What follows belongs to an exercise in optimizing a design on an open flow for small area, a short achievable clock period and few clock cycles per item; a production flow would make more cautious choices. Function was checked by simulation only, so behaviour that the tests miss may differ from the original.

==> design.v <==
`timescale 1ns / 1ps
module adder(a,b,s);
  input [15:0] a,b;
  output [15:0] s;
  wire [15:0] a,b;
  reg cin;
  reg [15:0] s;
  reg cout;
  always @ (a or b)
  begin
	cin=1'b0;
    {cout,s}=a+b+cin;
  end
endmodule
`timescale 1ns / 1ps
module sub(a,b,s);
  input [15:0] a,b;
  output [15:0] s;
  wire [15:0] a,b;
  reg cin;
  reg [15:0] s;
  reg cout;
  always @ (a or b)
  begin
	cin=1'b1;
    {cout,s}=~a+b+cin;
  end
endmodule
`timescale 1ns / 1ps
module multiply(product,multiplier,multiplicand); 
   input [7:0]  multiplier, multiplicand;
   output [15:0] product;
   reg [15:0]    product;
   integer       i;
   always @( multiplier or multiplicand )
     begin
        product = 0;
        for(i=0; i<8; i=i+1)
          if( multiplier[i] == 1'b1 ) product = product + ( multiplicand << i );
     end
endmodule
`timescale 1ns / 1ps
module division(A,B,Res);
    parameter WIDTH = 16;
    input [WIDTH-1:0] A;
    input [WIDTH-1:0] B;
    output [WIDTH-1:0] Res;
    reg [WIDTH-1:0] Res;
    reg [WIDTH-1:0] a1,b1;
    reg [WIDTH:0] p1;   
    integer i;
    always@ (A or B)
    begin
        a1 = A;
        b1 = B;
        p1= 0;
        for(i=0;i < WIDTH;i=i+1)    begin  
            p1 = {p1[WIDTH-1:0],a1[WIDTH-1]};
            a1[WIDTH-1:1] = a1[WIDTH-2:0];
            p1 = p1-b1;
            if(p1[WIDTH] == 1)    begin
                a1[0] = 0;
                p1 = p1 + b1;   end
            else
                a1[0] = 1;
        end
        Res = a1;   
    end 
endmodule
`timescale 1ns / 1ps
module alu(input [15:0] A, input [15:0] B, input clk, output reg [15:0] result, input [2:0] operation
    );
wire [15:0] r1;
wire [15:0] r2;
wire [15:0] r3;
wire [15:0] r4;
parameter ADD=3'b000, SUB=3'b001, MULTIPLY=3'b010, DIVIDE=3'b011;
adder ad(.a(A[15:0]), .b(B[15:0]), .s(r1));
sub subs(.a(A[15:0]), .b(B[15:0]), .s(r2));
division di(.A(A[15:0]), .B(B[15:0]), .Res(r3));
multiply multi(.product(r4), .multiplier(A[7:0]), .multiplicand(B[7:0]));
always@(posedge clk)
begin
	case(operation)
		ADD:begin result<=r1;
			end
		SUB: begin result<=r2;
		end
		MULTIPLY:begin result<=r4;
			end
		DIVIDE: begin result<=r3;
		end
		default:result<=B;
		endcase
end
endmodule
`timescale 1ns / 1ps
module Kernal(input clk, input load, input [55:0] load_data, input [2:0] address, output reg [7:0] read_data
    );
reg [7:0] memory [6:0];
integer i;
always@(posedge clk)
begin
	if (load)
		for (i = 0; i < 7; i = i + 1)
			memory[i] <= load_data[8*i +: 8];
	read_data <= memory [address];
end
endmodule
`timescale 1ns / 1ps
module Memory(input clk, input load, input [55:0] load_data, input [2:0] address, output reg [7:0] read_data
    );
reg [7:0] memory [6:0];
integer i;
always@(posedge clk)
begin
	if (load)
		for (i = 0; i < 7; i = i + 1)
			memory[i] <= load_data[8*i +: 8];
	read_data <= memory [address];
end
endmodule
`timescale 1ns / 1ps
module CU(input clk, input rst, input start,
          input [55:0] kernel, input [55:0] samples, input [15:0] divisor,
          output ready, output reg done, output reg [15:0] result1
    );
localparam S_IDLE = 2'd0, S_MUL = 2'd1, S_ADD = 2'd2, S_DIV = 2'd3;
localparam ADD = 3'b000, DIVIDE = 3'b011;
wire [7:0] op;
wire [7:0] op1;
reg [2:0] operation;
wire [15:0] res1;
reg [2:0] address;
reg [15:0] result [6:0];
reg [15:0] reg1;
reg [15:0] reg2;
reg [15:0] norm;
reg [1:0] state;
reg [1:0] cntr;
reg [2:0] counter1;
wire load = ready & start;
assign ready = (state == S_IDLE);
Kernal knl(.clk(clk), .load(load), .load_data(kernel), .address(address), .read_data(op));
Memory mem(.clk(clk), .load(load), .load_data(samples), .address(address), .read_data(op1));
wire [15:0] prod;
reg [15:0] res;
multiply m1(.product(prod), .multiplier(op), .multiplicand(op1));
always@(posedge clk) res <= prod;
alu a2(.A({reg1}),.B({reg2}),.clk(clk),.result(res1),.operation(operation));
always@(posedge clk)
begin
	done <= 1'b0;
	if (rst) begin
		state <= S_IDLE;
	end
	else begin
		case (state)
		S_IDLE: begin
			if (start) begin
				norm <= divisor;
				address <= 3'd0;
				cntr <= 2'd0;
				state <= S_MUL;
			end
		end
		S_MUL: begin
			if (cntr < 2'd2)
				cntr <= cntr + 2'd1;
			else begin
				result[address] <= res;
				cntr <= 2'd0;
				if (address == 3'd6) begin
					counter1 <= 3'd0;
					operation <= ADD;
					state <= S_ADD;
				end
				else
					address <= address + 3'b001;
			end
		end
		S_ADD: begin
			if (cntr == 2'd0) begin
				reg1 <= result[counter1];
				reg2 <= result[counter1 + 3'd1];
				cntr <= 2'd1;
			end
			else if (cntr == 2'd1)
				cntr <= 2'd2;
			else begin
				result[counter1 + 3'd1] <= res1;
				cntr <= 2'd0;
				if (counter1 == 3'd5) begin
					operation <= DIVIDE;
					state <= S_DIV;
				end
				else
					counter1 <= counter1 + 3'd1;
			end
		end
		S_DIV: begin
			if (cntr == 2'd0) begin
				reg1 <= result[6];
				reg2 <= norm;
				cntr <= 2'd1;
			end
			else if (cntr == 2'd1)
				cntr <= 2'd2;
			else begin
				result1 <= res1;
				done <= 1'b1;
				cntr <= 2'd0;
				state <= S_IDLE;
			end
		end
		endcase
	end
end
endmodule
==> run.sh <==
#!/bin/bash
# synth_recipe.tcl (not shown) runs the flow's synth.tcl, then flattens the netlist and writes it again
# the make line also repeats each setting of config.mk as NAME=value (left out here)
make -C /OpenROAD-flow-scripts/flow DESIGN_CONFIG=/design/flow/config.mk WORK_HOME=/design/flow/orfs CLKGATE_MAP_FILE= SYNTH_SCRIPT=/design/flow/synth_recipe.tcl finish
==> config.mk <==
export PLATFORM = sky130hd
export DESIGN_NAME = CU
export DESIGN_NICKNAME = CU
export VERILOG_FILES = /design/flow/design.v
export SDC_FILE = /design/flow/constraint.sdc
export NUM_CORES = 4
export LEC_CHECK = 0
export CAP_MARGIN = 20
export CORE_MARGIN = 2
export CORE_UTILIZATION = 40
export SLEW_MARGIN = 20
==> constraint.sdc <==
create_clock -name core_clock -period 60.0 [get_ports {clk}]
set_input_delay 12.0000 -clock core_clock [delete_from_list [all_inputs] [get_ports {clk}]]
set_output_delay 12.0000 -clock core_clock [all_outputs]
set_load 0.01 [all_outputs]
==> flow_metrics.py <==
metrics = {
    "clock_network": {
        "cts_tree": "yes",
        "cts_hold_buf": 0,
        "h-tree-depth": 2,
        "cts.root.buffer_cell": "clkbuf_16",
        "cts_buffers": 34,
        "clk_path_buf_depth": 3,
        "cts_sinks": 351,
        "clk_pin_slew_worst_paths_ns": 0.06,
        "clock_latency_ns": 0.53,
    },
    "place": {
        "place_ws_ns": 0.141,
        "dpl.hpwl_um": 74700,
        "port_buffers": 148,
        "gp_congestion": 0.842,
        "place_area_um2": 40900,
    },
    "worst_setup_path": {
        "ff2ff_path_depth": 283,
        "path_max_fanout": 31,
        "cp.required_ns": 60.45,
        "arrival_ns": 55.46,
        "cpMostUsedCell": "a21oi_1",
        "cpMaxStageDelayCell": "fa_1",
        "crit_type": "register to register",
        "cpPeakStageDelay_ns": 0.53,
        "ff2ff_setup_slack_ns": 4.98,
        "crit_path_end_kind": "register",
        "startpoint_type": "register",
    },
    "synthesis": {
        "synth.distinct_cells": 86,
        "synthArstFlopShare": 0,
        "yosys.area_share.simple": 0.117,
        "synth_top_family_by_area": "adder cells",
        "synth_compound_area_frac": 0.194,
        "yosys.area_share.xor_xnor": 0.112,
        "synth-edff-count": 297,
        "synth_seq_cells": 351,
        "yosysWarnings": 10,
        "syn_inst": 4138,
        "seq_area_frac_synth": 0.266,
        "synthAdderAreaFrac": 0.206,
        "synth.avg_cell_area_um2": 9.10,
        "syn-num-nets": 4868,
        "synth-main-ff-cell": "edfxtp_1",
        "syn_area_um2": 37700,
        "synthMuxAreaShare": 0.0692,
    },
    "routing": {
        "wire_per_inst_um": 18.3,
        "viasPerCell": 5.45,
        "drt-total-wl_um": 103000,
        "vias": 30600,
        "drt_iter0_drc": 1710,
        "dr.pass1.iters": 7,
        "postRouteAntennaNets": 0,
        "drc": 0,
    },
    "sta": {
        "final_hold_viol_count": 0,
        "finalSetupViolCount": 0,
        "skew_ns": 0.0160,
        "layout_setup_ws_ns": 4.98,
        "tightest_slew_ns": 1.09,
        "period_needed_ns": 55.02,
        "slew_viol_final": 0,
        "maxSlewHeadroom": 0.274,
        "finalCritPeriodShare": 0.917,
        "max_freq_ghz": 0.0182,
    },
    "final_layout": {
        "layout.nets": 5063,
        "design_area_um2": 42600,
        "final_common_cell": "ha_1",
        "drive_above_1_share": 0.0868,
        "area_delta_synth_final_pct": 13.1,
        "insertedDiodeCount": 0,
        "fillers": 9070,
        "layout_common_cells": "ha_1 (561), nand2_1 (348), a21oi_1 (332), o21ai_0 (326), xnor2_1 (304)",
    },
    "floorplan": {
        "die_w_um": 311,
        "die_y_um": 311,
        "core_um2": 93300,
        "start_util": 0.404,
        "dieArea_um2": 96600,
        "num_rows": 112,
        "num_io_pins": 149,
    },
    "global_route": {
        "overflow": 0,
        "grt_antenna_before_repair": 3,
        "grt_pass1_wl_um": 160000,
        "grt_max_degree": 87,
        "grt_pass1_vias": 29100,
        "grtUsageTotal": 0.205,
    },
    "worst_hold_path": {
        "hold_path_class": "register to register",
        "holdPathStages": 0,
    },
    "run_status": {
        "status": "no timing/DRC/antenna violations",
    },
    "run": {
        "cap_viol_max_count": 0,
    },
}
## path summary, 6_finish.rpt
kind | from | end
setup / recovery | reg1[15] | a2.result[0]
hold / removal | a2.result[7] | result1[7]
setup reg to reg | reg1[15] | a2.result[0]
hold reg to reg | a2.result[7] | result1[7]
## cell type report
class	count	area, um2	share of cell area
multi-input cells	3430	26700	0.626
flip-flops and latches	351	10000	0.235
repair buffers	257	2360	0.0554
well taps	1254	1570	0.0368
inverters	259	972	0.0228
clock buffers	45	902	0.0212
clock inverters	14	113	0.00264
## sequential cells by signal, summed over array words and instances (netlist names), 2 cells and up, named ones only
| register | flops |
|---|---|
| a2.result | 16 |
| address | 3 |
| cntr | 2 |
| counter1 | 3 |
| knl.memory | 56 |
| knl.read_data | 8 |
| mem.memory | 56 |
| mem.read_data | 8 |
| norm | 16 |
| reg1 | 16 |
| reg2 | 16 |
| res | 16 |
| result | 112 |
| result1 | 16 |
| state | 2 |
## Yosys cell counts, types with 15 or more instances
| cell | n | share of area |
|---|---|---|
| mux2_2 | 122 | 0.036 |
| nor2_1 | 295 | 0.029 |
| mux4_2 | 32 | 0.019 |
| edfxtp_1 | 297 | 0.24 |
| and3_1 | 15 | 0.0025 |
| a211oi_1 | 32 | 0.0064 |
| mux2i_1 | 51 | 0.014 |
| a21o_1 | 174 | 0.035 |
| nand2_1 | 349 | 0.035 |
| and2_1 | 29 | 0.0048 |
| xor2_1 | 154 | 0.036 |
| nand2b_1 | 37 | 0.0061 |
| o22a_1 | 16 | 0.0037 |
| nor3_1 | 52 | 0.0069 |
| a31oi_1 | 32 | 0.0053 |
| o21a_1 | 26 | 0.0052 |
| a21boi_0 | 30 | 0.0060 |
| inv_1 | 256 | 0.026 |
| a21oi_1 | 334 | 0.044 |
| clkbuf_1 | 87 | 0.0087 |
| a222oi_1 | 19 | 0.0050 |
| dfxtp_1 | 54 | 0.029 |
| ha_1 | 563 | 0.19 |
| o21bai_1 | 77 | 0.015 |
| fa_1 | 36 | 0.019 |
| o21ai_0 | 328 | 0.044 |
| nand3_1 | 65 | 0.0086 |
| nor2b_1 | 66 | 0.011 |
| xnor2_1 | 316 | 0.073 |
## metal layers
layer / vias up / share of wire / global-route usage / routed length (um)
li1: 15400 / - / - / -
met1: 14400 / 0.46 / 0.274 / 46800
met2: 656 / 0.48 / 0.362 / 49400
met3: 119 / 0.043 / 0.0149 / 4440
met4: 0 / 0.021 / 0.0466 / 2200
met5: - / 0 / 0 / 0
## logic make-up (layout without fill, tap and decap cells)
kind of cell / Yosys count / after routing
AOI/OAI and AO/OA: 1174 / 1174
adders and majority gates: 599 / 599
muxes: 205 / 205
buffers and inverters: 362 / 575
xor gates and xnor gates: 475 / 479
DFF: 351 / 351
and+or+nand+nor: 972 / 973
## timing repair
item | in CTS | in global routing
pin swaps | 0 | 15
buffers inserted | 0 | 39
gates cloned | 0 | 5
endpoints found under the setup margin | 1 | 2
gates resized for setup | 2 | 37
## critical path, delay by kind of cell, from the launching register on
kind                     cells  cell delay, ns
AO/OA/AOI/OAI              153           29.30
XOR/XNOR                    45            9.08
adder cells (fa/ha/maj)     18            7.40
AND/OR/NAND/NOR             54            5.92
buffers and inverters       12            2.40
flip-flops                   1            0.39
multiplexers                 1            0.26
## metrics by stage
step | setup TNS (ns) | util | hold WS [ns] | cells
final | 0 | 0.456 | 0.427 | 5610
after floorplan | 0 | - | 0.404 | 4138
after global routing | -0.206 | 0.456 | 0.443 | 5610
after global placement | 0 | 0.438 | 0.409 | 5504
after CTS | 0 | 0.450 | 0.430 | 5563
after detailed placement | 0 | 0.438 | 0.414 | 5504
Testbench counts, summed over its fixed seeds: cycles 16,520, items 384.

## port drivers added, routing unchanged
How much do the figures lean on ideal ports? The routed layout below was timed once more, with nothing changed but the port constraints. Step 1, drivers: a clkbuf_16 drives clk and a buf_2 each remaining input, both assumed. Step 2 times the ports against the registers' clock, not the clock port: input delays grow and output delays shrink by t, the midpoint of the rising clock arrivals with the driver on. Three values: ideal ports, drivers, drivers and shift; two values: the first two.
shift t [ns]: 0.575
slack for setup (ns): 4.982 / 4.982 / 4.982
worst slew at a driven data input, ns: 0.07
cell pins on the clock port's net: 1
After both steps setup and hold are still met in this run. For this run, drivers alone change the setup slack by 0.000 ns; drivers and shift together by 0.000 ns.
